This design comes from an exercise in tuning for small area, a short achievable clock period and few clock cycles per item on the open sky130 flow, not from production work. In this exercise RTL edits were held to simulation tests only and were not proved equivalent to the original.

==> design/flow/design.v <==
package ebpc_pkg;
  localparam logic [5-1:0] ALL_ONES = 5'b00000;
  localparam logic [5-1:0] DBXZ_DBPNZ = 5'b00001;
  localparam logic [5-1:0] TWO_ONES_PREFIX = 5'b00010;
  localparam logic [5-1:0] SINGLE_ONE_PREFIX = 5'b00011;
  parameter int unsigned   LOG_MAX_WORDS = 24;
  parameter int unsigned   LOG_MAX_ZRLE_LEN = 4;
  parameter int unsigned   MAX_ZRLE_LEN = 2**LOG_MAX_ZRLE_LEN;
  parameter int unsigned   LOG_DATA_W = 3;  
  parameter int unsigned   DATA_W = 2**LOG_DATA_W;
  parameter int unsigned   BLOCK_SIZE = 8;
  parameter int unsigned   MAX_SYMB_LEN = BLOCK_SIZE > 3+$clog2(DATA_W) ? (BLOCK_SIZE > 5+$clog2(BLOCK_SIZE) ? BLOCK_SIZE : 5+$clog2(BLOCK_SIZE)): (3+$clog2(DATA_W)> 5+$clog2(BLOCK_SIZE)? 3+$clog2(DATA_W) : 5+$clog2(BLOCK_SIZE));
  typedef enum             {
                            TWO,
                            THREE_PLUS_LOGM,
                            FIVE,
                            FIVE_PLUS_LOGN,
                            N
                            } symb_len_t;
  typedef struct packed {
    logic [0:DATA_W] [BLOCK_SIZE-2:0] dbp;
    logic [DATA_W-1:0]                base;
  } dbp_block_t;
  typedef struct packed {
    logic [MAX_SYMB_LEN-1:0] symb;
    symb_len_t            len;
    logic                 zero;
  } encoding_t;
endpackage  
import ebpc_pkg::*;
module ebpc_decoder
  (
   input logic                     clk_i,
   input logic                     rst_ni,
   input logic [DATA_W-1:0]        bpc_i,
   input logic                     bpc_last_i,
   input logic                     bpc_vld_i,
   output logic                    bpc_rdy_o,
   input logic [DATA_W-1:0]        znz_i,
   input logic                     znz_last_i,
   input logic                     znz_vld_i,
   output logic                    znz_rdy_o,
   input logic [LOG_MAX_WORDS-1:0] num_words_i,
   input logic                     num_words_vld_i,
   output logic                    num_words_rdy_o,
   output logic [DATA_W-1:0]       data_o,
   output logic                    last_o,
   output logic                    vld_o,
   input logic                     rdy_i
   );
  logic [23:0] cnt_q;
  logic        act_q, fin_q, nxt_q;
  logic [7:0]  z0_q, z1_q;
  logic        zv0_q, zv1_q;
  logic        zl0_q, zl1_q;
  logic [7:0]  zp_q;
  logic [3:0]  zc_q;
  logic        zrun_q;         
  logic        fv0_q, fv1_q, fn0_q, fn1_q, fe0_q, fe1_q;
  logic [7:0]  od0_q, od1_q;
  logic        ov0_q, ov1_q, ol0_q, ol1_q;
  logic [7:0]  b0_q, b1_q, b2_q;
  logic        bv0_q, bv1_q, bv2_q;
  logic        bl0_q, bl1_q, bl2_q;
  logic [7:0]  bp_q;
  logic        inbase_q;       
  logic [3:0]  k_q;            
  logic [6:0]  pl_q [8];       
  logic [7:0]  base_q;
  logic        dfull_q;        
  logic [7:0]  acc_q;
  logic [7:0]  row_q [7];
  logic [7:0]  om_q;           
  logic        ov_q;
  logic        adv, odone, ld_out;
  function automatic logic [7:0] window8(input logic [7:0] s0, input logic [7:0] s1,
                                         input logic [7:0] p);
    logic [15:0] c;
    c = {s0, s1};
    window8 = '0;
    for (int j = 0; j < 8; j++)
      for (int i = 0; i < 8; i++)
        window8[7-j] = window8[7-j] | (p[i] & c[15-i-j]);
  endfunction
  logic [7:0]  zwin;
  logic        zbit, zrun, zsym_ok, zadv;
  logic [3:0]  zcnt;
  assign zwin    = window8(z0_q, z1_q, zp_q);
  assign zbit    = zwin[7];
  assign zcnt    = zwin[6:3];
  assign zrun    = zrun_q;
  assign zsym_ok = zv0_q && (zv1_q || zl0_q || (|zp_q[3:0]) || zbit);
  assign zadv    = act_q && !fv1_q && (zrun || zsym_ok);
  logic nwr_q;
  assign num_words_rdy_o = nwr_q;
  logic nw_take;
  assign nw_take = num_words_vld_i && nwr_q;
  always_ff @(posedge clk_i or negedge rst_ni) begin
    if (!rst_ni) begin
      act_q  <= 1'b0;
      fin_q  <= 1'b0;
      nxt_q  <= 1'b0;
    end else begin
      logic a, f, n;
      {a, f, n} = {act_q, fin_q, nxt_q};
      if (!act_q) begin
        if (nw_take) begin
          f = (num_words_i == '0);
          a = 1'b1;
        end
      end else if (!fin_q) begin
        if (zadv)
          f = (cnt_q == 24'd1);
      end else begin
        if (zadv) begin
          if (nxt_q) begin
            f = (cnt_q == '0);
            n = 1'b0;
          end else if (nw_take)
            f = (num_words_i == '0);
          else begin
            a = 1'b0;
            f = 1'b0;
          end
        end else if (nw_take)
          n = 1'b1;
      end
      {act_q, fin_q, nxt_q} <= {a, f, n};
    end
  end
  always_ff @(posedge clk_i) begin
    logic a, f, n;
    {a, f, n} = {act_q, fin_q, nxt_q};
    if (!act_q) begin
      if (nw_take) begin
        f = (num_words_i == '0);
        a = 1'b1;
      end
    end else if (!fin_q) begin
      if (zadv)
        f = (cnt_q == 24'd1);
    end else begin
      if (zadv) begin
        if (nxt_q) begin
          f = (cnt_q == '0);
          n = 1'b0;
        end else if (nw_take)
          f = (num_words_i == '0);
        else begin
          a = 1'b0;
          f = 1'b0;
        end
      end else if (nw_take)
        n = 1'b1;
    end
    nwr_q <= !a || (f && !n);
  end
  always_ff @(posedge clk_i) begin
    if (nw_take)
      cnt_q <= num_words_i;
    else if (zadv && !fin_q)
      cnt_q <= cnt_q - 24'd1;
  end
  logic [7:0] zpn;
  logic [1:0] znpop;
  always_comb begin
    logic wrap, rest, drop;
    zpn  = zp_q;
    wrap = 1'b0;
    rest = !zp_q[0];
    if (zadv && !zrun) begin
      if (zbit) begin
        zpn  = {zp_q[6:0], zp_q[7]};
        wrap = zp_q[7];
        rest = !zp_q[7];
      end else begin
        zpn  = {zp_q[2:0], zp_q[7:3]};
        wrap = |zp_q[7:3];
        rest = !zp_q[3];
      end
    end
    drop = zadv && fin_q && rest;
    znpop = {wrap && drop, wrap ^ drop};
    if (zadv && fin_q)
      zpn = 8'd1;
  end
  logic zrdy_q;
  assign znz_rdy_o = zrdy_q;
  always_ff @(posedge clk_i) begin
    logic v0a, v1a;
    v0a = (znpop == 2'd0) ? zv0_q : (znpop == 2'd1) ? zv1_q : 1'b0;
    v1a = (znpop == 2'd0) ? zv1_q : 1'b0;
    zrdy_q <= !(v1a || (ztake && v0a));
  end
  logic ztake;
  assign ztake = znz_vld_i && zrdy_q;
  always_ff @(posedge clk_i or negedge rst_ni) begin
    if (!rst_ni) begin
      {zv0_q, zv1_q} <= '0;
      {zl0_q, zl1_q} <= '0;
      zp_q <= 8'd1;
      zc_q <= '0;
      zrun_q <= 1'b0;
    end else begin
      logic v0, v1, l0, l1;
      {v0, v1} = {zv0_q, zv1_q};
      {l0, l1} = {zl0_q, zl1_q};
      if (znpop == 2'd1) begin
        {v0, v1} = {zv1_q, 1'b0};
        {l0, l1} = {zl1_q, 1'b0};
      end else if (znpop == 2'd2) begin
        {v0, v1} = 2'b00;
        {l0, l1} = 2'b00;
      end
      if (ztake) begin
        if (!v0) begin
          v0 = 1'b1; l0 = znz_last_i;
        end else begin
          v1 = 1'b1; l1 = znz_last_i;
        end
      end
      {zv0_q, zv1_q} <= {v0, v1};
      {zl0_q, zl1_q} <= {l0, l1};
      zp_q <= zpn;
      if (zadv) begin
        if (fin_q) begin
          zc_q   <= '0;
          zrun_q <= 1'b0;
        end else if (zrun) begin
          zc_q   <= zc_q - 4'd1;
          zrun_q <= (zc_q != 4'd1);
        end else if (!zbit) begin
          zc_q   <= zcnt;
          zrun_q <= (zcnt != 4'd0);
        end
      end
    end
  end
  always_ff @(posedge clk_i) begin
    logic v0;
    v0 = zv0_q;
    if (znpop == 2'd1) begin
      z0_q <= z1_q;
      v0 = zv1_q;
    end else if (znpop == 2'd2)
      v0 = 1'b0;
    if (ztake) begin
      if (!v0) z0_q <= znz_i;
      else     z1_q <= znz_i;
    end
  end
  logic emit, emit_nz, blk_end, opop;
  assign emit    = fv0_q && (!fn0_q || ov_q) && !ov1_q;
  assign emit_nz = emit && fn0_q;
  assign blk_end = emit && fe0_q;
  assign opop    = ov0_q && rdy_i;
  assign data_o = od0_q;
  assign last_o = ol0_q;
  assign vld_o  = ov0_q;
  always_ff @(posedge clk_i or negedge rst_ni) begin
    if (!rst_ni) begin
      {fv0_q, fv1_q} <= '0;
      {ov0_q, ov1_q} <= '0;
    end else begin
      logic v0, v1;
      {v0, v1} = {fv0_q, fv1_q};
      if (emit)
        {v0, v1} = {fv1_q, 1'b0};
      if (zadv) begin
        if (!v0) v0 = 1'b1;
        else     v1 = 1'b1;
      end
      {fv0_q, fv1_q} <= {v0, v1};
      {v0, v1} = {ov0_q, ov1_q};
      if (opop)
        {v0, v1} = {ov1_q, 1'b0};
      if (emit) begin
        if (!v0) v0 = 1'b1;
        else     v1 = 1'b1;
      end
      {ov0_q, ov1_q} <= {v0, v1};
    end
  end
  always_ff @(posedge clk_i) begin
    logic v0;
    v0 = fv0_q;
    if (emit) begin
      {fn0_q, fe0_q} <= {fn1_q, fe1_q};
      v0 = fv1_q;
    end
    if (zadv) begin
      if (!v0) {fn0_q, fe0_q} <= {!zrun && zbit, fin_q};
      else     {fn1_q, fe1_q} <= {!zrun && zbit, fin_q};
    end
    v0 = ov0_q;
    if (opop) begin
      {ol0_q, od0_q} <= {ol1_q, od1_q};
      v0 = ov1_q;
    end
    if (emit) begin
      if (!v0) {ol0_q, od0_q} <= {fe0_q, fn0_q ? acc_q : 8'd0};
      else     {ol1_q, od1_q} <= {fe0_q, fn0_q ? acc_q : 8'd0};
    end
  end
  logic [7:0]  win;
  assign win = window8(b0_q, b1_q, bp_q);
  logic c_raw, c_zero, c_run, c_ones, c_dbp, c_two, c_one;
  assign c_raw  = win[7];
  assign c_zero = win[7:6] == 2'b01;
  assign c_run  = win[7:5] == 3'b001;
  assign c_ones = win[7:3] == 5'b00000;
  assign c_dbp  = win[7:3] == 5'b00001;
  assign c_two  = win[7:3] == 5'b00010;
  assign c_one  = win[7:3] == 5'b00011;
  logic l2, l5, l6, l8;    
  assign l2 = c_zero;
  assign l5 = c_ones || c_dbp;
  assign l6 = c_run;
  assign l8 = c_raw || c_two || c_one;
  logic [6:0] sdbx;        
  always_comb begin
    sdbx = '0;
    if (c_raw)  sdbx = win[6:0];
    if (c_ones) sdbx = 7'h7f;
    if (c_two)  sdbx = 7'b1100000 >> win[2:0];
    if (c_one)  sdbx = 7'b1000000 >> win[2:0];
  end
  logic bfit;
  assign bfit = bv0_q && (bv1_q || bl0_q);
  logic       base_ok, bdrop;
  logic [7:0] bbase;
  assign bdrop   = !bp_q[0] && bl0_q;
  assign base_ok = bv1_q || (bv0_q && bp_q[0]);
  assign bbase   = bdrop ? b1_q : win;
  logic       go, d_base, d_sym, d_end;
  logic [6:0] newpl;
  logic [3:0] kn;          
  assign go     = !dfull_q || !ov_q;
  assign d_base = go && inbase_q && base_ok;
  assign d_sym  = go && !inbase_q && bfit;
  logic [6:0] prev;
  assign prev   = (k_q == 4'd0) ? 7'd0 : pl_q[7];
  assign newpl  = c_dbp ? 7'd0 : (sdbx ^ prev);
  assign kn     = k_q + (c_run ? {1'b0, win[4:2]} + 4'd2 : 4'd1);
  assign d_end  = d_sym && (k_q == 4'd8 || kn == 4'd9);
  logic [7:0] bpn;
  logic [1:0] bnpop;
  always_comb begin
    logic wrap;
    bpn  = bp_q;
    wrap = 1'b0;
    if (l2) begin
      bpn  = {bp_q[5:0], bp_q[7:6]};
      wrap = |bp_q[7:6];
    end
    if (l5) begin
      bpn  = {bp_q[2:0], bp_q[7:3]};
      wrap = |bp_q[7:3];
    end
    if (l6) begin
      bpn  = {bp_q[1:0], bp_q[7:2]};
      wrap = |bp_q[7:2];
    end
    if (l8)
      wrap = 1'b1;
    bnpop = 2'd0;
    if (d_sym)
      bnpop = {1'b0, wrap};
    else begin
      bpn = bp_q;
      if (d_base) begin
        bnpop = bdrop ? 2'd2 : 2'd1;
        if (bdrop)
          bpn = 8'd1;
      end
    end
  end
  logic brdy_q;
  assign bpc_rdy_o = brdy_q;
  always_ff @(posedge clk_i) begin
    logic v0a, v1a, v2a;
    v0a = (bnpop == 2'd0) ? bv0_q : (bnpop == 2'd1) ? bv1_q : bv2_q;
    v1a = (bnpop == 2'd0) ? bv1_q : (bnpop == 2'd1) ? bv2_q : 1'b0;
    v2a = (bnpop == 2'd0) ? bv2_q : 1'b0;
    brdy_q <= !(v2a || (btake && v0a && v1a));
  end
  logic btake;
  assign btake = bpc_vld_i && brdy_q;
  always_ff @(posedge clk_i or negedge rst_ni) begin
    if (!rst_ni) begin
      {bv0_q, bv1_q, bv2_q} <= '0;
      {bl0_q, bl1_q, bl2_q} <= '0;
      bp_q     <= 8'd1;
      inbase_q <= 1'b1;
      dfull_q  <= 1'b0;
    end else begin
      logic v0, v1, v2, l0, l1, l2;
      {v0, v1, v2} = {bv0_q, bv1_q, bv2_q};
      {l0, l1, l2} = {bl0_q, bl1_q, bl2_q};
      if (bnpop == 2'd1) begin
        {v0, v1, v2} = {bv1_q, bv2_q, 1'b0};
        {l0, l1, l2} = {bl1_q, bl2_q, 1'b0};
      end else if (bnpop == 2'd2) begin
        {v0, v1, v2} = {bv2_q, 1'b0, 1'b0};
        {l0, l1, l2} = {bl2_q, 1'b0, 1'b0};
      end
      if (btake) begin
        if (!v0) begin
          v0 = 1'b1; l0 = bpc_last_i;
        end else if (!v1) begin
          v1 = 1'b1; l1 = bpc_last_i;
        end else begin
          v2 = 1'b1; l2 = bpc_last_i;
        end
      end
      {bv0_q, bv1_q, bv2_q} <= {v0, v1, v2};
      {bl0_q, bl1_q, bl2_q} <= {l0, l1, l2};
      bp_q <= bpn;
      if (d_base)
        inbase_q <= 1'b0;
      if (d_end) begin
        inbase_q <= 1'b1;
        dfull_q  <= 1'b1;
      end else if (ld_out)
        dfull_q  <= 1'b0;
    end
  end
  always_ff @(posedge clk_i) begin
    logic [7:0] s0, s1, s2;
    logic       v0, v1;
    {s0, s1, s2} = {b0_q, b1_q, b2_q};
    {v0, v1} = {bv0_q, bv1_q};
    if (bnpop == 2'd1) begin
      {s0, s1} = {b1_q, b2_q};
      {v0, v1} = {bv1_q, bv2_q};
    end else if (bnpop == 2'd2) begin
      s0 = b2_q;
      {v0, v1} = {bv2_q, 1'b0};
    end
    if (btake) begin
      if (!v0)      s0 = bpc_i;
      else if (!v1) s1 = bpc_i;
      else          s2 = bpc_i;
    end
    {b0_q, b1_q, b2_q} <= {s0, s1, s2};
    if (d_base) begin
      base_q <= bbase;
      k_q    <= 4'd0;
    end
    if (d_sym) begin
      k_q  <= kn;
    end
    for (int i = 0; i < 8; i++)
      if (d_sym && k_q <= 4'(i))
        pl_q[i] <= newpl;
  end
  assign adv    = emit_nz;
  assign odone  = (adv && (om_q[7] || fe0_q)) || (blk_end && ov_q && !om_q[0]);
  assign ld_out = dfull_q && (!ov_q || odone);
  always_ff @(posedge clk_i or negedge rst_ni) begin
    if (!rst_ni)
      ov_q <= 1'b0;
    else if (ld_out)
      ov_q <= 1'b1;
    else if (odone)
      ov_q <= 1'b0;
  end
  logic [7:0] dsel;
  always_comb begin
    dsel = '0;
    for (int j = 0; j < 7; j++)
      dsel = dsel | ({8{om_q[j]}} & row_q[j]);
  end
  always_ff @(posedge clk_i) begin
    if (ld_out || odone)
      om_q <= 8'd1;
    else if (adv)
      om_q <= {om_q[6:0], 1'b0};
    if (ld_out) begin
      acc_q <= base_q;
      for (int j = 0; j < 7; j++)
        for (int b = 0; b < 8; b++)
          row_q[j][b] <= pl_q[b][6-j];
    end else if (adv)
      acc_q <= acc_q + dsel;
  end
endmodule  
==> design/flow/flow/run.sh <==
#!/bin/bash
# Standard ORFS layout with timing repair aiming for extra setup slack and
# plain buffers on the ports (the clock period and constraints are unchanged).
set -euo pipefail
bash standard.sh SETUP_SLACK_MARGIN=8.4 'BUFFER_PORTS_ARGS=-buffer_cell sky130_fd_sc_hd__buf_2' finish > standard_flow.log 2>&1
==> design/flow/standard.sh <==
#!/bin/bash
# synth_recipe.tcl (not shown) runs the flow's synth.tcl, then flattens the netlist and writes it again
# the make line also repeats each setting of config.mk as NAME=value (left out here)
make -C /OpenROAD-flow-scripts/flow DESIGN_CONFIG=/design/flow/config.mk WORK_HOME=/design/flow/orfs CLKGATE_MAP_FILE= SYNTH_SCRIPT=/design/flow/synth_recipe.tcl "${@:-finish}"
==> design/flow/config.mk <==
export PLATFORM = sky130hd
export DESIGN_NAME = ebpc_decoder
export DESIGN_NICKNAME = ebpc_decoder
export VERILOG_FILES = /design/flow/design.v
export SDC_FILE = /design/flow/constraint.sdc
export NUM_CORES = 4
export LEC_CHECK = 0
export CAP_MARGIN = 20
export CORE_MARGIN = 2
export CORE_UTILIZATION = 40
export CTS_CLUSTER_DIAMETER = 100
export CTS_CLUSTER_SIZE = 20
export PLACE_DENSITY = 0.6
export SLEW_MARGIN = 20
==> design/flow/constraint.sdc <==
create_clock -name core_clock -period 12.0 [get_ports {clk_i}]
set_input_delay 2.4000 -clock core_clock [delete_from_list [all_inputs] [get_ports {clk_i}]]
set_output_delay 2.4000 -clock core_clock [all_outputs]
set_load 0.01 [all_outputs]
==> impl_metrics.json, run 1 <==
{
  "status": "timing/DRC/antenna clean",
  "use_met1_pct": 22.91,
  "gr-usage-met3_pct": 2.096,
  "hp-start": "pl_q[1][5]",
  "syn_inst": 1079,
  "io_buffers": 60,
  "synth.area.top_cells": "edfxtp_1 (44%), dfrtp_1 (7.6%), dfxtp_1 (7.4%)",
  "hold_end": "row_q[1][1]",
  "rows": 64,
  "wl_mm": 27.31,
  "wl_per_cell_um": 17.95,
  "relSlewSlack_pct": 35.43,
  "via_per_inst": 5.621,
  "synth_edf_count": 183,
  "clock_latency_ps": 500,
  "worst_setup_path_end_kind": "output port",
  "crit_buf_inv": 1,
  "synth_seq_cells": 270,
  "synth_compound_area_share_pct": 13.72,
  "arrival_ps": 1100,
  "synth_nets": 1153,
  "syn_avg_cell_area_um2": 11.58,
  "synth.cell_area_mm2": 0.01249,
  "critPathLaunchType": "flop",
  "ys_warn_count": 3,
  "synth.most_common_cell": "edfxtp_1",
  "cts_root_buffer": "clkbuf_16",
  "grt_util_all_layers_pct": 16.33,
  "setup_slack_ps": 8499,
  "worstSetupPathType": "reg2out",
  "final_area_mm2": 0.01377,
  "first_iter_violations": 825,
  "ant_nets": 0,
  "r2r_setup_slack_ps": 8590,
  "synth_xor_area_share_pct": 2.454,
  "dr.pass1.iters": 8,
  "yosys.area_share.simple_pct": 12.24,
  "worstPathMaxFanout": 4,
  "setup_tns_ps": 0,
  "worst_path_largest_cell_delay_ps": 430,
  "antenna_found_initial": 0,
  "fin_worst_skew_ps": 15.14,
  "cp_num_cells": 1,
  "syn_to_final_growth_pct": 10.23,
  "yosysTopAreaCell": "edfxtp_1",
  "die_y_um": 180.7,
  "crit_required_ps": 9600,
  "top_usage_layer": "met2",
  "cts.sinks": 270,
  "htreeDepth": 1,
  "pin_count": 61,
  "cts_made_buffers": 17,
  "clk_path_buf_depth": 3,
  "drive_gt1_share_pct": 14.13,
  "ys_seq_area_share_pct": 59.62,
  "rsz0062_at_grt": "yes",
  "worst_pin_slew_ps": 968.5,
  "post-route-period-util_pct": 29.17,
  "grt_max_degree": 63,
  "slowest_stage": "dfxtp_1",
  "async_flop_share_pct": 15.19,
  "overflow": 0,
  "grt_pass1_wl_mm": 44.10,
  "cts_tree": "yes",
  "min_path_type": "reg2reg",
  "critical-path-top-delay-family": "flip-flops",
  "finalCriticalPeriod_ps": 3501,
  "synth-main-ff-cell": "edfxtp_1",
  "first_global_vias": 8222,
  "nets": 1189,
  "dp.final_hpwl_mm": 18.22,
  "hold_viol_final": 0,
  "yosys.area_share.adder_pct": 2.725,
  "reg2reg_to": "b1_q[4]",
  "reg2regPathDepth": 14,
  "finalSetupViolCount": 0,
  "clk_pin_slew_ps": 80,
  "synthTopCellsByCount": "edfxtp_1 (183), nand2_1 (111), nor2_1 (88), a21oi_1 (70), a22oi_1 (64)",
  "dp_slack_ps": 7505,
  "synth_top_area_share_pct": 44.00,
  "initial_utilization_pct": 40.72,
  "gp_congestion": 0.8847,
  "die_x_um": 180.7,
  "fmax_ghz": 0.2856,
  "synth.area.mux_share_pct": 6.622,
  "die_area_mm2": 0.03265,
  "vias": 8549,
  "r2r-start": "bp_q[4]",
  "path_cells": "buf_2",
  "yosysUniqueCellTypes": 69,
  "synth_top_family_by_area": "compound AO/OA/AOI/OAI gates",
  "hold_path_depth": 0,
  "slew_violations": 0,
  "fp.coreArea_mm2": 0.03067,
  "grtUsageMet2_pct": 27.19,
  "placed_area_mm2": 0.01311,
  "cap_violations": 0,
  "num_antenna_cells": 0,
  "drc": 0
}
layout make-up:
cell class	instances	area, um^2
Sequential cell	270	7452
Multi-Input combinational cell	727	4810
Timing Repair Buffer	72	406.6
Fill cell	2826	16900
Clock buffer	27	462.9
Clock inverter	2	38.79
Tap cell	396	495.5
Inverter	27	101.3
layout by cell type (no fill, tap or decap), types with 11 or more instances in the layout:
master and instances:
a21o_1 11, a21oi_1 70, a22oi_1 64, and2_1 15, buf_2 60, clkbuf_16 17
dfrtp_1 33, dfxtp_1 46, edfxtp_1 183, ha_1 22, inv_1 26, mux2_2 28
mux2i_1 49, nand2_1 111, nand3_1 21, nand4_1 13, nor2_1 82, nor3_1 13
nor4_1 16, o21ai_0 62, xnor2_1 24, xor2_1 11
kinds of logic after synthesis:
family | after synthesis
xor+xnor | 35
buf+inv | 82
compound gates | 265
fa+ha+maj | 26
mux | 79
simple gates | 322
flops | 270
registers in the layout, indices dropped and copies added (netlist names), 8 cells and up:
register  cells
od0_q         8
b2_q          8
zp_q          8
cnt_q        24
od1_q         8
z1_q          8
base_q        8
acc_q         8
om_q          8
row_q        56
b0_q          8
z0_q          8
bp_q          8
b1_q          8
pl_q         56
per-stage QoR:
stage / hold WS, ps / utilization, % / std cells
floorplan: 400.3 / - / 1079
global placement: 400.5 / 42.74 / 1486
detailed placement: 404.5 / 42.74 / 1486
CTS: 417.6 / 44.60 / 1518
global route: 417.3 / 44.89 / 1521
finish: 417.6 / 44.89 / 1521
worst max-delay path by stage:
stage | startpoint | endpoint
final | brdy_q | bpc_rdy_o
after global routing | zp_q[2] | z0_q[0]
after CTS | bp_q[5] | pl_q[3][1]
after detailed placement | num_words_vld_i | nwr_q
after global placement | num_words_vld_i | nwr_q
after floorplan | zp_q[0] | z1_q[0]
what timing repair did:
action | 4_1_cts | 5_1_grt
setup endpoints to repair | 56 | 86
gates resized for setup | 9 | 18
pin swaps | 3 | 1
hold buffers | 0 | 0
setup buffers | 3 | 3
per-layer routing:
metal	up-vias	share of wire, %
li1	4098	-
met1	4186	46
met2	228	47
met3	37	4.7
met4	0	1.9
met5	-	0
Testbench counts, summed over its fixed seeds: cycles 29,214, words 28,155.
==> inputs of run 2 (changes only) <==
--- a/design/flow/config.mk
+++ b/design/flow/config.mk
@@ -10,4 +10,4 @@
 export CORE_UTILIZATION = 40
-export CTS_CLUSTER_DIAMETER = 100
-export CTS_CLUSTER_SIZE = 20
+export CTS_CLUSTER_DIAMETER = 120
+export CTS_CLUSTER_SIZE = 25
 export PLACE_DENSITY = 0.6
==> impl_metrics.json, run 2 <==
{
  "die_x_um": 180.7,
  "syn_inst": 1079,
  "slew_violations": 0,
  "async_flop_share_pct": 15.19,
  "ys_warn_count": 3,
  "cts.sinks": 270,
  "grt_max_degree": 63,
  "clk_path_buf_depth": 3,
  "path_cells": "buf_2",
  "clock_latency_ps": 500,
  "ant_nets": 0,
  "yosysUniqueCellTypes": 69,
  "cts_hold_buffers": 0,
  "gp_congestion": 0.8847,
  "worstSetupPathType": "reg2out",
  "rows": 64,
  "critical-path-top-delay-family": "flip-flops",
  "fin_worst_skew_ps": 20.77,
  "worst_path_largest_cell_delay_ps": 430,
  "initial_utilization_pct": 40.72,
  "fp.coreArea_mm2": 0.03067,
  "relSlewSlack_pct": 35.41,
  "worst_pin_slew_ps": 961.5,
  "rsz0062_at_grt": "yes",
  "overflow": 0,
  "pin_count": 61,
  "cts_root_buffer": "clkbuf_16",
  "synth.area.top_cells": "edfxtp_1 (44%), dfrtp_1 (7.6%), dfxtp_1 (7.4%)",
  "synth-main-ff-cell": "edfxtp_1",
  "cts_made_buffers": 14,
  "synth_top_area_share_pct": 44.00,
  "fin_util_pct": 44.61,
  "io_buffers": 60,
  "synth_edf_count": 183,
  "grt_pass1_wl_mm": 43.81,
  "ys_seq_area_share_pct": 59.62,
  "cts_tree": "yes",
  "synthTopCellsByCount": "edfxtp_1 (183), nand2_1 (111), nor2_1 (88), a21oi_1 (70), a22oi_1 (64)",
  "final_cell_mix": "edfxtp_1 (183), nand2_1 (111), nor2_1 (81)",
  "setup_tns_ps": 0,
  "worstPathMaxFanout": 4,
  "nets": 1186,
  "synth.most_common_cell": "edfxtp_1",
  "grt_util_all_layers_pct": 16.20,
  "via_per_inst": 5.613,
  "synth.cell_area_mm2": 0.01249,
  "final_area_mm2": 0.01368,
  "drc": 0,
  "cap_violations": 0,
  "post-route-period-util_pct": 29.14,
  "die_area_mm2": 0.03265,
  "crit_buf_inv": 1,
  "die_y_um": 180.7,
  "antenna_found_initial": 0,
  "status": "timing/DRC/antenna clean",
  "arrival_ps": 1100,
  "synth_nets": 1153,
  "wl_per_cell_um": 17.89,
  "htreeDepth": 1,
  "n_fill_cell": 2829,
  "min_path_type": "reg2reg",
  "critPathLaunchType": "flop",
  "synth_seq_cells": 270,
  "slowest_stage": "dfxtp_1",
  "crit_required_ps": 9600,
  "dp.final_hpwl_mm": 18.22,
  "hold_viol_final": 0,
  "placed_area_mm2": 0.01311,
  "yosysTopAreaCell": "edfxtp_1",
  "finalCriticalPeriod_ps": 3496,
  "finalSetupViolCount": 0,
  "fmax_ghz": 0.2860,
  "dr.pass1.iters": 5,
  "syn_to_final_growth_pct": 9.537,
  "top_regs": "pl_q (56), row_q (56), cnt_q (24)",
  "wl_mm": 27.12,
  "final_common_cell": "edfxtp_1",
  "drive_gt1_share_pct": 14.02,
  "clk_pin_slew_ps": 100,
  "num_antenna_cells": 0,
  "first_global_vias": 8187,
  "worst_setup_path_end_kind": "output port",
  "syn_avg_cell_area_um2": 11.58,
  "vias": 8509,
  "first_iter_violations": 866,
  "whs_ps": 419.0
}
run 2: kinds of logic after synthesis:
kind of cell / share of synthesized area [%]
flops: 59.62
fa+ha+maj: 2.725
xor+xnor: 2.454
compound gates: 13.72
mux: 6.622
buf+inv: 2.615
simple gates: 12.24
run 2: through the flow:
| step | setup slack, ps | instances |
|---|---|---|
| finish | 8504 | 1516 |
| global route | 8396 | 1516 |
| CTS | 8384 | 1513 |
| detailed placement | 7505 | 1486 |
| global placement | 7573 | 1486 |
| floorplan | 8370 | 1079 |
run 2: cell type report:
cell class / instances / area, um^2 / share of cell area [%]
flip-flops and latches: 270 / 7452 / 54.47
multi-input cells: 727 / 4812 / 35.17
well taps: 396 / 495.5 / 3.622
repair buffers: 72 / 406.6 / 2.972
clock buffers: 23 / 405.4 / 2.963
inverters: 27 / 101.3 / 0.7408
clock inverters: 1 / 7.507 / 0.05487
run 2: worst register-to-register path, cell delays in order (launching register included):
cell and delay (ps):
dfstp_2 700, a22oi_1 130, and4_1 270, inv_1 150, ha_2 290, or2_2 180, nand3_1 90, o211a_1 190
nor2_2 130, buf_6 250, nand4b_1 210, a21oi_4 210, buf_12 150, mux2_2 330
run 2: timing repair:
action / in CTS / in global routing
pin swaps: 3 / 1
endpoints found under the setup margin: 56 / 86
setup buffers: 3 / 3
gates resized for setup: 9 / 19
run 2: worst paths after layout:
path,startpoint,to,slack (ps),cells past startpoint
worst max-delay path,zrdy_q,znz_rdy_o,8500,1
worst min-delay path,pl_q[1][5],row_q[1][1],420,0
worst max register to register,bp_q[0],b1_q[1],8590,13
worst min register to register,pl_q[1][5],row_q[1][1],420,0
max in group asynchronous,rst_ni,bp_q[7],9300,1
min in group asynchronous,rst_ni,bp_q[1],2050,1
run 2: per-layer routing:
metal / wire length, um / track usage [%]
met1: 12630 / 22.91
met2: 12770 / 26.98
met3: 1276 / 1.935
met4: 435 / 3.258
met5: 0 / 0
==> inputs of run 3 (changes only) <==
--- a/design/flow/config.mk
+++ b/design/flow/config.mk
@@ -10,4 +10,4 @@
 export CORE_UTILIZATION = 40
-export CTS_CLUSTER_DIAMETER = 120
-export CTS_CLUSTER_SIZE = 25
+export CTS_CLUSTER_DIAMETER = 130
+export CTS_CLUSTER_SIZE = 30
 export PLACE_DENSITY = 0.6
==> impl_metrics.json, run 3 <==
{
  "status": "timing/DRC/antenna clean",
  "dp.final_hpwl_mm": 18.22,
  "arrival_ps": 1090,
  "crit_required_ps": 9600,
  "cts_made_buffers": 12,
  "final_common_cell": "edfxtp_1",
  "critical-path-top-delay-family": "flip-flops",
  "synth-main-ff-cell": "edfxtp_1",
  "hold_end": "row_q[3][1]",
  "synth_nets": 1153,
  "reg2regPathDepth": 13,
  "ant_nets": 0,
  "pin_count": 61,
  "worstPathMaxFanout": 4,
  "wl_per_cell_um": 17.86,
  "r2r_setup_slack_ps": 8620,
  "synth_seq_cells": 270,
  "gp_congestion": 0.8847,
  "synthTopCellsByCount": "edfxtp_1 (183), nand2_1 (111), nor2_1 (88), a21oi_1 (70), a22oi_1 (64)",
  "relSlewSlack_pct": 35.62,
  "setup_tns_ps": 0,
  "synth.area.top_cells": "edfxtp_1 (44%), dfrtp_1 (7.6%), dfxtp_1 (7.4%)",
  "top_regs": "pl_q (56), row_q (56), cnt_q (24)",
  "crit_buf_inv": 1,
  "async_flop_share_pct": 15.19,
  "drive_gt1_share_pct": 13.98,
  "setup_slack_ps": 8508,
  "finalCriticalPeriod_ps": 3492,
  "post-route-period-util_pct": 29.10,
  "worst_path_largest_cell_delay_ps": 440,
  "die_y_um": 180.7,
  "clock_latency_ps": 490,
  "synth_top_area_share_pct": 44.00,
  "num_antenna_cells": 0,
  "io_buffers": 60,
  "hold_path_depth": 0,
  "reg2reg_to": "b1_q[4]",
  "grt_pass1_wl_mm": 43.61,
  "ys_warn_count": 3,
  "yosysUniqueCellTypes": 69,
  "syn_avg_cell_area_um2": 11.58,
  "dp_slack_ps": 7505,
  "ys_seq_area_share_pct": 59.62,
  "first_global_vias": 8198,
  "r2r-start": "bp_q[0]",
  "antenna_found_initial": 0,
  "overflow": 0,
  "min_path_type": "reg2reg",
  "synth.cell_area_mm2": 0.01249,
  "final_area_mm2": 0.01362,
  "synth.most_common_cell": "edfxtp_1",
  "grt_max_degree": 63,
  "fin_worst_skew_ps": 26.36,
  "path_cells": "buf_2",
  "htreeDepth": 1,
  "fp.coreArea_mm2": 0.03067,
  "cts_root_buffer": "clkbuf_16",
  "syn_inst": 1079,
  "yosysTopAreaCell": "edfxtp_1",
  "placed_area_mm2": 0.01311,
  "dr.pass1.iters": 5,
  "initial_utilization_pct": 40.72,
  "hold_viol_final": 0,
  "cts_hold_buffers": 0,
  "worst_pin_slew_ps": 958.4,
  "n_fill_cell": 2845,
  "fmax_ghz": 0.2863,
  "fin_util_pct": 44.42,
  "first_iter_violations": 845,
  "cap_violations": 0,
  "grt_util_all_layers_pct": 16.15,
  "slowest_stage": "dfxtp_1",
  "drc": 0,
  "clk_pin_slew_ps": 120,
  "cts.sinks": 270,
  "nets": 1184,
  "die_x_um": 180.7,
  "critPathLaunchType": "flop",
  "slew_violations": 0,
  "hp-start": "pl_q[1][3]",
  "rows": 64,
  "via_per_inst": 5.610,
  "worstSetupPathType": "reg2out",
  "synth_edf_count": 183,
  "vias": 8483,
  "rsz0062_at_grt": "yes",
  "cts_tree": "yes",
  "finalSetupViolCount": 0,
  "syn_to_final_growth_pct": 9.066,
  "wl_mm": 27.00,
  "final_cell_mix": "edfxtp_1 (183), nand2_1 (111), nor2_1 (81)",
  "worst_setup_path_end_kind": "output port",
  "clk_path_buf_depth": 3,
  "die_area_mm2": 0.03265
}
[run 3: cell counts after synthesis]
No cell type changed its count.
[run 3: how the worst max path moves through the flow]
stage | startpoint | end | slack, ps | cells past startpoint
after floorplan | zp_q[0] | z1_q[0] | 8370 | 10
after global placement | num_words_vld_i | nwr_q | 7570 | 7
after detailed placement | num_words_vld_i | nwr_q | 7500 | 7
after CTS | bp_q[5] | pl_q[2][1] | 8360 | 8
after global routing | zp_q[2] | z0_q[0] | 8390 | 12
final | brdy_q | bpc_rdy_o | 8510 | 1
[run 3: layer usage]
layer  up-vias  global-route usage, %  wire (um)
met3        40                  1.653       1222
met2       243                  26.78      12680
met4         0                  3.742        491
li1       4076                      -          -
met1      4124                  22.91      12610
met5         -                      0          0
[run 3: kinds of logic (layout without fill, tap and decap cells)]
| logic type | count (synthesis) | in the layout | synth area share [%] |
|---|---|---|---|
| multiplexers | 79 | 79 | 6.622 |
| adder cells (fa/ha/maj) | 26 | 26 | 2.725 |
| XOR/XNOR | 35 | 35 | 2.454 |
| AND/OR/NAND/NOR | 322 | 322 | 12.24 |
| flip-flops | 270 | 270 | 59.62 |
| buffers and inverters | 82 | 119 | 2.615 |
| AO/OA/AOI/OAI | 265 | 265 | 13.72 |
[run 3: timing repair]
action                     in CTS  in global routing
setup buffers                   3                  3
setup endpoints to repair      57                 86
pin swaps                       3                  1
resized for setup               9                 21
[run 3: cell type report]
type                    count  area [um^2]  share of cell area, %
inverters                  27        101.3                 0.7440
clock buffers              20        351.6                  2.581
multi-input cells         727         4812                  35.33
well taps                 396        495.5                  3.637
repair buffers             72        406.6                  2.985
flip-flops and latches    270         7455                  54.73
[run 3: metrics by stage]
stage          hold WS (ps)  std cells
4_1_cts               430.4       1509
2_1_floorplan         400.3       1079
3_5_place_dp          404.5       1486
6_report              422.8       1512
3_3_place_gp          400.5       1486
5_1_grt               431.5       1512
==> inputs of run 4 (changes only) <==
==> design/flow/flow/run.sh (replaced) <==
#!/bin/bash
# Standard ORFS layout with timing repair aiming for extra setup slack and
# plain buffers on the ports (the clock period and constraints are unchanged).
set -euo pipefail
bash standard.sh SETUP_SLACK_MARGIN=8.55 'BUFFER_PORTS_ARGS=-buffer_cell sky130_fd_sc_hd__buf_2' finish > standard_flow.log 2>&1
--- a/design/flow/config.mk
+++ b/design/flow/config.mk
@@ -10,4 +10,2 @@
 export CORE_UTILIZATION = 40
-export CTS_CLUSTER_DIAMETER = 130
-export CTS_CLUSTER_SIZE = 30
 export PLACE_DENSITY = 0.6
==> impl_metrics.json, run 4 <==
{
  "status": "timing/DRC/antenna clean",
  "cts_made_buffers": 30,
  "grt_pass1_wl_mm": 44.76,
  "critPathLaunchType": "flop",
  "finalCriticalPeriod_ps": 3503,
  "via_per_inst": 5.548,
  "worst_setup_path_end_kind": "output port",
  "synth_xor_area_share_pct": 2.454,
  "synthTopCellsByCount": "edfxtp_1 (183), nand2_1 (111), nor2_1 (88), a21oi_1 (70), a22oi_1 (64)",
  "die_area_mm2": 0.03265,
  "synth.cell_area_mm2": 0.01249,
  "path_cells": "buf_2",
  "ys_seq_area_share_pct": 59.62,
  "ys_warn_count": 3,
  "synth_nets": 1153,
  "synth_top_family_by_area": "compound AO/OA/AOI/OAI gates",
  "dr.pass1.iters": 5,
  "ant_nets": 0,
  "final_area_mm2": 0.01454,
  "overflow": 0,
  "cts_hold_buffers": 0,
  "rows": 64,
  "post-route-period-util_pct": 29.19,
  "synth.most_common_cell": "edfxtp_1",
  "io_buffers": 60,
  "synth_top_area_share_pct": 44.00,
  "synth.area.mux_share_pct": 6.622,
  "grt_max_degree": 42,
  "arrival_ps": 1100,
  "antenna_found_initial": 0,
  "cts_root_buffer": "clkbuf_16",
  "vias": 8716,
  "hold_viol_final": 0,
  "fin_worst_skew_ps": 14.10,
  "htreeDepth": 1,
  "worst_pin_slew_ps": 960.4,
  "initial_utilization_pct": 40.72,
  "critical-path-top-delay-family": "flip-flops",
  "placed_area_mm2": 0.01314,
  "drive_gt1_share_pct": 19.15,
  "hold_end": "row_q[2][1]",
  "wl_mm": 27.92,
  "n_fill_cell": 2755,
  "worstSetupPathType": "reg2out",
  "reg2reg_to": "b1_q[6]",
  "gp_congestion": 0.8754,
  "slew_violations": 0,
  "syn_avg_cell_area_um2": 11.58,
  "worst_path_largest_cell_delay_ps": 410,
  "hold_path_depth": 0,
  "cap_violations": 0,
  "num_antenna_cells": 0,
  "synth_compound_area_share_pct": 13.72,
  "dp_slack_ps": 7541,
  "die_y_um": 180.7,
  "fmax_ghz": 0.2855,
  "yosys.area_share.adder_pct": 2.725,
  "nets": 1225,
  "fp.coreArea_mm2": 0.03067,
  "clk_pin_slew_ps": 60,
  "setup_slack_ps": 8497,
  "crit_required_ps": 9600,
  "synth_seq_cells": 270,
  "fin_util_pct": 47.40,
  "drc": 0,
  "slowest_stage": "dfrtp_1",
  "syn_to_final_growth_pct": 16.39,
  "synth_edf_count": 183,
  "clock_latency_ps": 550,
  "synth.area.top_cells": "edfxtp_1 (44%), dfrtp_1 (7.6%), dfxtp_1 (7.4%)",
  "yosys.area_share.simple_pct": 12.24,
  "worstPathMaxFanout": 3,
  "r2r_setup_slack_ps": 8660,
  "die_x_um": 180.7,
  "grt_util_all_layers_pct": 16.75,
  "cts.sinks": 270,
  "yosysUniqueCellTypes": 69,
  "r2r-start": "bp_q[5]",
  "reg2regPathDepth": 13,
  "final_cell_mix": "edfxtp_1 (183), nand2_1 (111), nor2_1 (80)",
  "async_flop_share_pct": 15.19,
  "syn_inst": 1079,
  "crit_buf_inv": 1,
  "setup_tns_ps": 0,
  "relSlewSlack_pct": 35.59,
  "finalSetupViolCount": 0,
  "yosysTopAreaCell": "edfxtp_1",
  "synth-main-ff-cell": "edfxtp_1",
  "clk_path_buf_depth": 3,
  "top_regs": "pl_q (56), row_q (56), cnt_q (24)",
  "final_common_cell": "edfxtp_1",
  "pin_count": 61,
  "first_iter_violations": 828,
  "wl_per_cell_um": 17.77,
  "rsz0062_at_grt": "yes",
  "hp-start": "pl_q[1][4]",
  "dp.final_hpwl_mm": 18.26,
  "cts_tree": "yes",
  "min_path_type": "reg2reg",
  "first_global_vias": 8507
}
run 4: cell counts after synthesis:
No cell type changed its count.
run 4: worst max-delay path by stage:
stage / slack, ps / depth (start not counted) / start / end
CTS: 8470 / 1 / ov0_q / vld_o
finish: 8500 / 1 / ov0_q / vld_o
global placement: 7600 / 7 / num_words_vld_i / nwr_q
floorplan: 8490 / 6 / num_words_i[22] / nwr_q
detailed placement: 7540 / 7 / num_words_vld_i / nwr_q
global route: 8460 / 1 / ov0_q / vld_o
run 4: logic make-up (layout without fill, tap and decap cells):
| group | count (synthesis) | in the layout |
|---|---|---|
| xor gates and xnor gates | 35 | 35 |
| and+or+nand+nor | 322 | 322 |
| DFF | 270 | 270 |
| buffers and inverters | 82 | 178 |
| adders and majority gates | 26 | 26 |
| AOI/OAI and AO/OA | 265 | 265 |
| muxes | 79 | 79 |
run 4: per-layer routing:
metal / part of all wire (%) / vias up / global-route usage, %
met3: 5.4 / 56 / 3.064
met4: 2.7 / 0 / 6.097
met2: 46 / 251 / 26.89
met5: 0 / - / 0
met1: 45 / 4220 / 22.75
li1: - / 4189 / -
run 4: cell type report:
cell class | count | area [um^2] | area share (%)
multi-input combinational | 727 | 4883 | 33.59
inverter | 27 | 101.3 | 0.6972
tap | 396 | 495.5 | 3.409
sequential | 270 | 7472 | 51.40
timing repair buffer | 95 | 588.1 | 4.045
clock inverter | 4 | 47.55 | 0.3271
clock buffer | 52 | 948.4 | 6.524
run 4: what timing repair did:
action,CTS,global route
cloned,0,0
buffers inserted,10,20
resized for setup,32,21
setup endpoints to repair,101,84
pin swaps,3,3
run 4: through the flow:
step / instances / hold WS, ps
after global routing: 1571 / 423.3
after detailed placement: 1485 / 404.5
after CTS: 1551 / 410.5
after global placement: 1485 / 401.4
final: 1571 / 413.1
after floorplan: 1079 / 400.3
==> inputs of run 5 (changes only) <==
--- a/design/flow/design.v
+++ b/design/flow/design.v
@@ -59,4 +59,4 @@
   logic        fv0_q, fv1_q, fn0_q, fn1_q, fe0_q, fe1_q;
-  logic [7:0]  od0_q, od1_q;
-  logic        ov0_q, ov1_q, ol0_q, ol1_q;
+  logic [7:0]  od0_q;
+  logic        ov0_q, ol0_q;
   logic [7:0]  b0_q, b1_q, b2_q;
@@ -251,7 +251,6 @@
   end
-  logic emit, emit_nz, blk_end, opop;
-  assign emit    = fv0_q && (!fn0_q || ov_q) && !ov1_q;
+  logic emit, emit_nz, blk_end;
+  assign emit    = fv0_q && (!fn0_q || ov_q) && (!ov0_q || rdy_i);
   assign emit_nz = emit && fn0_q;
   assign blk_end = emit && fe0_q;
-  assign opop    = ov0_q && rdy_i;
   assign data_o = od0_q;
@@ -262,3 +261,3 @@
       {fv0_q, fv1_q} <= '0;
-      {ov0_q, ov1_q} <= '0;
+      ov0_q <= 1'b0;
     end else begin
@@ -273,10 +272,6 @@
       {fv0_q, fv1_q} <= {v0, v1};
-      {v0, v1} = {ov0_q, ov1_q};
-      if (opop)
-        {v0, v1} = {ov1_q, 1'b0};
-      if (emit) begin
-        if (!v0) v0 = 1'b1;
-        else     v1 = 1'b1;
-      end
-      {ov0_q, ov1_q} <= {v0, v1};
+      if (emit)
+        ov0_q <= 1'b1;
+      else if (rdy_i)
+        ov0_q <= 1'b0;
     end
@@ -294,11 +289,4 @@
     end
-    v0 = ov0_q;
-    if (opop) begin
-      {ol0_q, od0_q} <= {ol1_q, od1_q};
-      v0 = ov1_q;
-    end
-    if (emit) begin
-      if (!v0) {ol0_q, od0_q} <= {fe0_q, fn0_q ? acc_q : 8'd0};
-      else     {ol1_q, od1_q} <= {fe0_q, fn0_q ? acc_q : 8'd0};
-    end
+    if (emit)
+      {ol0_q, od0_q} <= {fe0_q, fn0_q ? acc_q : 8'd0};
   end
==> design/flow/flow/run.sh (replaced) <==
#!/bin/bash
# Standard ORFS layout with timing repair aiming for extra setup slack and
# plain buffers on the ports (the clock period and constraints are unchanged).
set -euo pipefail
bash standard.sh SETUP_SLACK_MARGIN=8.4 'BUFFER_PORTS_ARGS=-buffer_cell sky130_fd_sc_hd__buf_2' finish > standard_flow.log 2>&1
--- a/design/flow/config.mk
+++ b/design/flow/config.mk
@@ -10,2 +10,4 @@
 export CORE_UTILIZATION = 40
+export CTS_CLUSTER_DIAMETER = 100
+export CTS_CLUSTER_SIZE = 20
 export PLACE_DENSITY = 0.6
==> impl_metrics.json, run 5 <==
{
  "wl_per_cell_um": 18.17,
  "io_buffers": 60,
  "antenna_found_initial": 0,
  "final_common_cell": "edfxtp_1",
  "async_flop_share_pct": 15.38,
  "cts_hold_buffers": 0,
  "gp_congestion": 0.8763,
  "synth_nets": 1115,
  "dp.final_hpwl_mm": 17.96,
  "worst_setup_path_end_kind": "output port",
  "synth.cell_area_mm2": 0.01219,
  "use_met1_pct": 23.45,
  "grt_pass1_wl_mm": 42.28,
  "critPathLaunchType": "flop",
  "clock_latency_ps": 490,
  "top_usage_layer": "met2",
  "drc": 0,
  "synthTopCellsByCount": "edfxtp_1 (183), nand2_1 (121), nor2_1 (66), a22oi_1 (62), a21oi_1 (59)",
  "vias": 8198,
  "worstSetupPathType": "reg2out",
  "ys_seq_area_share_pct": 59.41,
  "fin_worst_skew_ps": 20.54,
  "hp-start": "pl_q[1][0]",
  "slowest_stage": "dfxtp_1",
  "crit_buf_inv": 1,
  "relSlewSlack_pct": 36.48,
  "synth_top_area_share_pct": 45.09,
  "yosysTopAreaCell": "edfxtp_1",
  "dr.pass1.iters": 6,
  "yosys.area_share.simple_pct": 12.71,
  "cts_root_buffer": "clkbuf_16",
  "cts_tree": "yes",
  "whs_ps": 416.3,
  "critical-path-top-delay-family": "flip-flops",
  "fmax_ghz": 0.2834,
  "die_x_um": 178.5,
  "grt_max_degree": 63,
  "synth-main-ff-cell": "edfxtp_1",
  "cap_violations": 0,
  "synth_compound_area_share_pct": 13.80,
  "synth_seq_cells": 260,
  "worstPathMaxFanout": 4,
  "ys_warn_count": 3,
  "finalCriticalPeriod_ps": 3528,
  "htreeDepth": 1,
  "grt_util_all_layers_pct": 16.69,
  "arrival_ps": 1130,
  "finalSetupViolCount": 0,
  "yosys.area_share.adder_pct": 2.793,
  "fp.coreArea_mm2": 0.02980,
  "initial_utilization_pct": 40.90,
  "synth.area.mux_share_pct": 5.606,
  "yosysUniqueCellTypes": 76,
  "top_regs": "pl_q (56), row_q (56), cnt_q (24)",
  "syn_inst": 1041,
  "final_cell_mix": "edfxtp_1 (183), nand2_1 (120), a22oi_1 (62)",
  "synth_edf_count": 183,
  "drive_gt1_share_pct": 16.19,
  "worst_path_largest_cell_delay_ps": 450,
  "first_iter_violations": 851,
  "die_y_um": 178.5,
  "die_area_mm2": 0.03188,
  "grtUsageMet2_pct": 27.49,
  "ant_nets": 0,
  "r2r_setup_slack_ps": 8560,
  "path_cells": "buf_2",
  "wl_mm": 26.73,
  "status": "timing/DRC/antenna clean",
  "clk_pin_slew_ps": 90,
  "synth.area.top_cells": "edfxtp_1 (45%), dfrtp_1 (7.6%), dfxtp_1 (6.1%)",
  "synth_xor_area_share_pct": 2.731,
  "pin_count": 61,
  "overflow": 0,
  "min_path_type": "reg2reg",
  "via_per_inst": 5.573,
  "first_global_vias": 7864,
  "syn_avg_cell_area_um2": 11.71,
  "worst_pin_slew_ps": 945.5,
  "r2r-start": "bp_q[3]",
  "slew_violations": 0,
  "gr-usage-met3_pct": 1.961,
  "nets": 1144,
  "crit_start": "zrdy_q",
  "synth_top_family_by_area": "compound AO/OA/AOI/OAI gates",
  "hold_viol_final": 0,
  "setup_tns_ps": 0,
  "crit_required_ps": 9600,
  "synth.most_common_cell": "edfxtp_1",
  "cts.sinks": 260,
  "rows": 63,
  "clk_path_buf_depth": 3,
  "post-route-period-util_pct": 29.40,
  "rsz0062_at_grt": "no",
  "syn_to_final_growth_pct": 10.61,
  "num_antenna_cells": 0,
  "cts_made_buffers": 17
}
## run 5: layer usage
metal / wire (um) / up-vias / share of wire [%]
li1: - / 3940 / -
met1: 12310 / 3989 / 46
met2: 12650 / 236 / 47
met3: 1342 / 33 / 5.0
met4: 432 / 0 / 1.6
met5: 0 / - / 0
## run 5: cell families after synthesis
logic type / Yosys count
simple gates: 314
fa+ha+maj: 26
xor+xnor: 38
compound gates: 255
mux: 62
buf+inv: 86
flops: 260
## run 5: repair_timing
item	in CTS	in global routing
setup buffers	2	3
gates resized for setup	15	15
pin swaps	2	1
endpoints found under the setup margin	147	107
## run 5: layout make-up
| type | instances | area (um^2) |
|---|---|---|
| repair buffers | 71 | 404.1 |
| flip-flops and latches | 260 | 7246 |
| inverters | 25 | 101.3 |
| fillers | 2752 | 16320 |
| multi-input cells | 695 | 4722 |
| clock inverters | 3 | 55.05 |
| well taps | 390 | 488.0 |
| clock buffers | 27 | 462.9 |
## run 5: per-stage QoR
| stage | utilization, % | area [um^2] | cells | worst slack [ps] |
|---|---|---|---|---|
| detailed placement | 42.94 | 12790 | 1436 | 7663 |
| finish | 45.24 | 13480 | 1471 | 8472 |
| global route | 45.24 | 13480 | 1471 | 8376 |
| global placement | 42.92 | 12790 | 1435 | 7747 |
| CTS | 44.95 | 13390 | 1468 | 8420 |
| floorplan | - | 12230 | 1041 | 7736 |
## run 5: final timing paths
check | end | cells after the start
worst max-delay path | znz_rdy_o | 1
worst min-delay path | row_q[6][1] | 0
worst max register to register | b1_q[2] | 13
worst min register to register | row_q[6][1] | 0
max in group asynchronous | bp_q[6] | 1
min in group asynchronous | bp_q[2] | 1
Testbench counts of run 5, summed over its fixed seeds: cycles 29,214, words 28,155.
==> inputs of run 6 (changes only) <==
--- a/design/flow/config.mk
+++ b/design/flow/config.mk
@@ -10,4 +10,4 @@
 export CORE_UTILIZATION = 40
-export CTS_CLUSTER_DIAMETER = 100
-export CTS_CLUSTER_SIZE = 20
+export CTS_CLUSTER_DIAMETER = 120
+export CTS_CLUSTER_SIZE = 25
 export PLACE_DENSITY = 0.6
==> impl_metrics.json, run 6 <==
{
  "setup_tns_ps": 0,
  "htreeDepth": 1,
  "antenna_found_initial": 0,
  "wl_mm": 26.55,
  "crit_buf_inv": 1,
  "die_x_um": 178.5,
  "grt_pass1_wl_mm": 41.89,
  "nets": 1141,
  "rsz0062_at_grt": "no",
  "final_common_cell": "edfxtp_1",
  "syn_avg_cell_area_um2": 11.71,
  "crit_required_ps": 9600,
  "synth_top_area_share_pct": 45.09,
  "dp.final_hpwl_mm": 17.96,
  "worst_path_largest_cell_delay_ps": 440,
  "drive_gt1_share_pct": 16.09,
  "via_per_inst": 5.545,
  "vias": 8123,
  "die_y_um": 178.5,
  "synth.most_common_cell": "edfxtp_1",
  "cts_made_buffers": 14,
  "multi_input_area_mm2": 0.004722,
  "hold_viol_final": 0,
  "io_buffers": 60,
  "slowest_stage": "dfxtp_1",
  "initial_utilization_pct": 40.90,
  "grt_max_degree": 63,
  "async_flop_share_pct": 15.38,
  "fmax_ghz": 0.2853,
  "clk_pin_slew_ps": 90,
  "cap_violations": 0,
  "synth.area.top_cells": "edfxtp_1 (45%), dfrtp_1 (7.6%), dfxtp_1 (6.1%)",
  "synth.cell_area_mm2": 0.01219,
  "num_antenna_cells": 0,
  "top_regs": "pl_q (56), row_q (56), cnt_q (24)",
  "cts_root_buffer": "clkbuf_16",
  "yosysTopAreaCell": "edfxtp_1",
  "min_path_type": "reg2reg",
  "syn_inst": 1041,
  "clk_path_buf_depth": 3,
  "die_area_mm2": 0.03188,
  "synth_nets": 1115,
  "critPathLaunchType": "flop",
  "overflow": 0,
  "hold_path_depth": 0,
  "ys_seq_area_share_pct": 59.41,
  "grt_util_all_layers_pct": 16.55,
  "cp_num_cells": 1,
  "rows": 63,
  "finalSetupViolCount": 0,
  "ant_nets": 0,
  "cts_tree": "yes",
  "n_fill_cell": 2762,
  "first_global_vias": 7772,
  "drc": 0,
  "ys_warn_count": 3,
  "seq_area_mm2": 0.007251,
  "clock_latency_ps": 500,
  "final_cell_mix": "edfxtp_1 (183), nand2_1 (120), a22oi_1 (62)",
  "dr.pass1.iters": 5,
  "gp_congestion": 0.8763,
  "yosysUniqueCellTypes": 76,
  "worstPathMaxFanout": 4,
  "worst_pin_slew_ps": 932.3,
  "worst_setup_path_end_kind": "output port",
  "fin_worst_skew_ps": 28.09,
  "post-route-period-util_pct": 29.21,
  "pin_count": 61,
  "critical-path-top-delay-family": "flip-flops",
  "cts.sinks": 260,
  "syn_to_final_growth_pct": 10.01,
  "wl_per_cell_um": 18.12,
  "first_iter_violations": 783,
  "fp.coreArea_mm2": 0.02980,
  "synth-main-ff-cell": "edfxtp_1",
  "finalCriticalPeriod_ps": 3506,
  "setup_slack_ps": 8494,
  "slew_violations": 0,
  "synth_seq_cells": 260,
  "path_cells": "buf_2",
  "synth_edf_count": 183,
  "status": "timing/DRC/antenna clean",
  "worstSetupPathType": "reg2out",
  "relSlewSlack_pct": 37.37,
  "dp_slack_ps": 7663,
  "arrival_ps": 1110,
  "reg2regPathDepth": 13,
  "synthTopCellsByCount": "edfxtp_1 (183), nand2_1 (121), nor2_1 (66), a22oi_1 (62), a21oi_1 (59)"
}
-- run 6: cell type report --
cell class	count	area share (%)
clock buffers	22	2.996
clock inverters	2	0.2520
inverters	25	0.7559
multi-input cells	695	35.22
flip-flops and latches	260	54.08
well taps	390	3.640
repair buffers	71	3.052
-- run 6: stage by stage --
step / area [um^2] / utilization [%] / instances / hold slack [ps]
2_1_floorplan: 12230 / - / 1041 / 400.3
3_3_place_gp: 12790 / 42.92 / 1435 / 400.3
3_5_place_dp: 12790 / 42.94 / 1436 / 404.5
4_1_cts: 13310 / 44.68 / 1462 / 415.5
5_1_grt: 13410 / 44.99 / 1465 / 433.3
6_report: 13410 / 44.99 / 1465 / 415.8
-- run 6: path summary, 6_finish.rpt --
kind | from | endpoint | slack, ps
setup reg to reg | bp_q[0] | b1_q[2] | 8590
min in group asynchronous | rst_ni | bp_q[2] | 2030
hold / removal | pl_q[1][0] | row_q[6][1] | 420
max in group asynchronous | rst_ni | bp_q[7] | 9320
hold reg to reg | pl_q[1][0] | row_q[6][1] | 420
setup / recovery | brdy_q | bpc_rdy_o | 8490
-- run 6: cells by family after synthesis --
family	synth area share [%]
simple gates	12.71
buf+inv	2.947
compound gates	13.80
fa+ha+maj	2.793
xor+xnor	2.731
mux	5.606
flops	59.41
-- run 6: layer usage --
metal  GRT usage, %  wire [um]  part of all wire, %
met5              0          0                    0
met4          3.896        427                  1.6
met3          1.961       1134                  4.3
met2          27.20      12540                   47
met1          23.45      12440                   47
-- run 6: worst reg2reg max path: stages, from the launching register on --
cell      delay (ps)
dfstp_4          730
a22oi_1          120
and4_1           300
inv_1            140
ha_2             290
or2_2            190
nand3_1           90
o211a_1          190
nor2_2           120
buf_6            250
nand4b_1         200
a21oi_4          210
buf_12           170
mux2_4           300
-- run 6: timing repair --
item	in CTS	in global routing
resized for setup	15	18
gates cloned	0	0
buffers inserted	2	3
setup endpoints to repair	147	148
pin swaps	2	1
hold buffers	0	0
==> inputs of run 7 (changes only) <==
--- a/design/flow/config.mk
+++ b/design/flow/config.mk
@@ -14 +14,2 @@
 export SLEW_MARGIN = 20
+export TNS_END_PERCENT = 10
==> impl_metrics.json, run 7 <==
{
  "wl_met3_mm": 1.122,
  "syn_avg_cell_area_um2": 11.71,
  "cts_made_buffers": 14,
  "grt_max_degree": 63,
  "overflow": 0,
  "worstPathMaxFanout": 62,
  "gp_congestion": 0.8738,
  "dr.pass1.iters": 6,
  "antenna_found_initial": 0,
  "clk_path_buf_depth": 3,
  "path_cells": "buf_2, nand2b_4, nand3_4, a21oi_2, nor2b_1, nand2b_4, clkinvlp_4, buf_6, nand2_1, o21ai_1",
  "slew_violations": 0,
  "worst_path_largest_cell_delay_ps": 260,
  "drive_gt1_share_pct": 15.55,
  "cts_tree": "yes",
  "async_flop_share_pct": 15.38,
  "synth_top_area_share_pct": 45.09,
  "yosysTopAreaCell": "edfxtp_1",
  "first_iter_violations": 923,
  "die_x_um": 178.5,
  "slowest_stage": "nand2b_4",
  "relSlewSlack_pct": 29.96,
  "synth.area.top_cells": "edfxtp_1 (45%), dfrtp_1 (7.6%), dfxtp_1 (6.1%)",
  "wl_met2_mm": 12.47,
  "worst_pin_slew_ps": 1044,
  "dp.final_hpwl_mm": 17.89,
  "die_y_um": 178.5,
  "n_fill_cell": 2761,
  "first_global_vias": 7814,
  "die_area_mm2": 0.03188,
  "fmax_ghz": 0.2782,
  "critical-path-top-delay-family": "simple AND/OR/NAND/NOR gates",
  "top_regs": "pl_q (56), row_q (56), cnt_q (24)",
  "synth_nets": 1115,
  "final_cell_mix": "edfxtp_1 (183), nand2_1 (121), a22oi_1 (62)",
  "drc": 0,
  "crit_buf_inv": 3,
  "r2r_setup_slack_ps": 8550,
  "whs_ps": 423.9,
  "fin_worst_skew_ps": 24.54,
  "finalSetupViolCount": 0,
  "hold_viol_final": 0,
  "hold_path_depth": 0,
  "io_buffers": 60,
  "reg2regPathDepth": 13,
  "cts.sinks": 260,
  "ys_seq_area_share_pct": 59.41,
  "top_layer": "met4",
  "min_path_type": "reg2reg",
  "post-route-period-util_pct": 29.96,
  "grt_util_all_layers_pct": 16.66,
  "synthTopCellsByCount": "edfxtp_1 (183), nand2_1 (121), nor2_1 (66), a22oi_1 (62), a21oi_1 (59)",
  "critPathLaunchType": "input port",
  "wl_per_cell_um": 18.02,
  "crit_top_cell": "nand2b_4",
  "pin_count": 61,
  "synth-main-ff-cell": "edfxtp_1",
  "synth_edf_count": 183,
  "num_antenna_cells": 0,
  "yosysUniqueCellTypes": 76,
  "wl_mm": 26.38,
  "syn_inst": 1041,
  "worst_setup_path_end_kind": "flop",
  "cts_hold_buffers": 0,
  "arrival_ps": 3820,
  "multi_input_area_mm2": 0.004720,
  "synth.cell_area_mm2": 0.01219,
  "final_area_mm2": 0.01337,
  "nets": 1140,
  "crit_required_ps": 12230,
  "worstSetupPathType": "in2reg",
  "vias": 8141,
  "setup_slack_ps": 8405,
  "grt_pass1_wl_mm": 42.30,
  "htreeDepth": 1,
  "rows": 63,
  "rsz0062_at_grt": "yes",
  "fp.coreArea_mm2": 0.02980,
  "synth_seq_cells": 260,
  "seq_area_mm2": 0.007247,
  "initial_utilization_pct": 40.90,
  "met1Wirelength_mm": 12.38,
  "cp_num_cells": 10,
  "syn_to_final_growth_pct": 9.733,
  "via_per_inst": 5.561,
  "placed_area_mm2": 0.01279,
  "setup_tns_ps": 0,
  "ys_warn_count": 3,
  "ant_nets": 0,
  "clk_pin_slew_ps": 100,
  "cap_violations": 0,
  "finalCriticalPeriod_ps": 3595,
  "status": "timing/DRC/antenna clean",
  "synth.most_common_cell": "edfxtp_1",
  "dp_slack_ps": 7652,
  "final_common_cell": "edfxtp_1",
  "cts_root_buffer": "clkbuf_16",
  "clock_latency_ps": 490
}
-- run 7: cell count changes in the layout (fill, tap and decap cells not counted), sizes merged --
| cell | before | now |
|---|---|---|
| buf | 71 | 70 |
| bufinv | 1 | 0 |
| clkbuf | 22 | 23 |
-- run 7: cell families (layout without fill, tap and decap cells) --
kind of cell | after synthesis | after routing | share of synthesized area (%)
AND/OR/NAND/NOR | 314 | 314 | 12.71
flip-flops | 260 | 260 | 59.41
AO/OA/AOI/OAI | 255 | 255 | 13.80
buffers and inverters | 86 | 119 | 2.947
multiplexers | 62 | 62 | 5.606
XOR/XNOR | 38 | 38 | 2.731
adder cells (fa/ha/maj) | 26 | 26 | 2.793
-- run 7: repair_timing --
action / 4_1_cts / 5_1_grt
endpoints found under the setup margin: 149 / 175
resized for setup: 5 / 22
pin swaps: 2 / 2
buffers inserted: 3 / 2
-- run 7: worst paths after layout --
kind / start / end
hold / removal: pl_q[2][4] / row_q[2][2]
setup / recovery: rdy_i / acc_q[7]
hold reg to reg: pl_q[2][4] / row_q[2][2]
setup reg to reg: bp_q[5] / b1_q[0]
max in group asynchronous: rst_ni / bp_q[6]
min in group asynchronous: rst_ni / bp_q[3]
-- run 7: metrics by stage --
| step | std cells | utilization [%] |
|---|---|---|
| after global placement | 1435 | 42.91 |
| after floorplan | 1041 | - |
| after CTS | 1462 | 44.53 |
| final | 1464 | 44.88 |
| after detailed placement | 1435 | 42.93 |
| after global routing | 1464 | 44.88 |
-- run 7: layout make-up --
type	count	share of cell area, %
well taps	390	3.649
inverters	25	0.7579
clock buffers	23	3.031
clock inverters	1	0.1216
flip-flops and latches	260	54.19
repair buffers	70	2.957
multi-input cells	695	35.29
-- run 7: per-layer routing --
| layer | vias up | GRT usage [%] |
|---|---|---|
| met5 | - | 0 |
| met3 | 24 | 1.812 |
| li1 | 3934 | - |
| met1 | 3962 | 23.62 |
| met2 | 221 | 27.85 |
| met4 | 0 | 3.150 |
-- run 7: worst register-to-register path, delay by kind of cell, from the launching register on --
family | cells | cell delay, ps
flops | 1 | 590
simple gates | 4 | 830
fa+ha+maj | 1 | 260
buf+inv | 3 | 470
compound gates | 4 | 910
mux | 1 | 300

==> afterwards: timing with drivers on the ports <==
In the flow no input, the clock included, has a driving cell. The finished layouts below were timed again as built, in two steps.
Step 1: set_driving_cell puts a clkbuf_16 on clk_i and a buf_2 on each other input, an assumption about the parent block.
Step 2 times the ports against the registers' clock, not the clock port: input delays grow and output delays shrink by t, the midpoint of the rising clock arrivals with the driver on.
a / b / c = no drivers / after step 1 / after step 2; a / b = the first two.
run | t (ns) | setup WS [ns] | hold slack, ns | latest minus earliest clock arrival (ns)
run 1 | 0.538 | 8.499 / 8.455 / 8.070 | 0.418 / 0.418 / 0.418 | 0.015 / 0.015
run 2 | 0.532 | 8.504 / 8.460 / 8.078 | 0.419 / 0.419 / 0.419 | 0.021 / 0.021
run 3 | 0.522 | 8.508 / 8.463 / 8.069 | 0.423 / 0.423 / 0.423 | 0.029 / 0.029
run 4 | 0.591 | 8.497 / 8.449 / 8.112 | 0.413 / 0.413 / 0.413 | 0.017 / 0.017
run 5 | 0.536 | 8.472 / 8.423 / 8.009 | 0.416 / 0.416 / 0.416 | 0.026 / 0.026
run 6 | 0.535 | 8.494 / 8.444 / 8.009 | 0.416 / 0.416 / 0.416 | 0.028 / 0.028
run 7 | 0.526 | 8.405 / 8.427 / 7.901 | 0.424 / 0.424 / 0.424 | 0.024 / 0.024
After both steps every run listed still meets setup and hold. The setup slack of run 7, which loses most, moves by +0.022 ns with the drivers and by -0.504 ns with both steps.
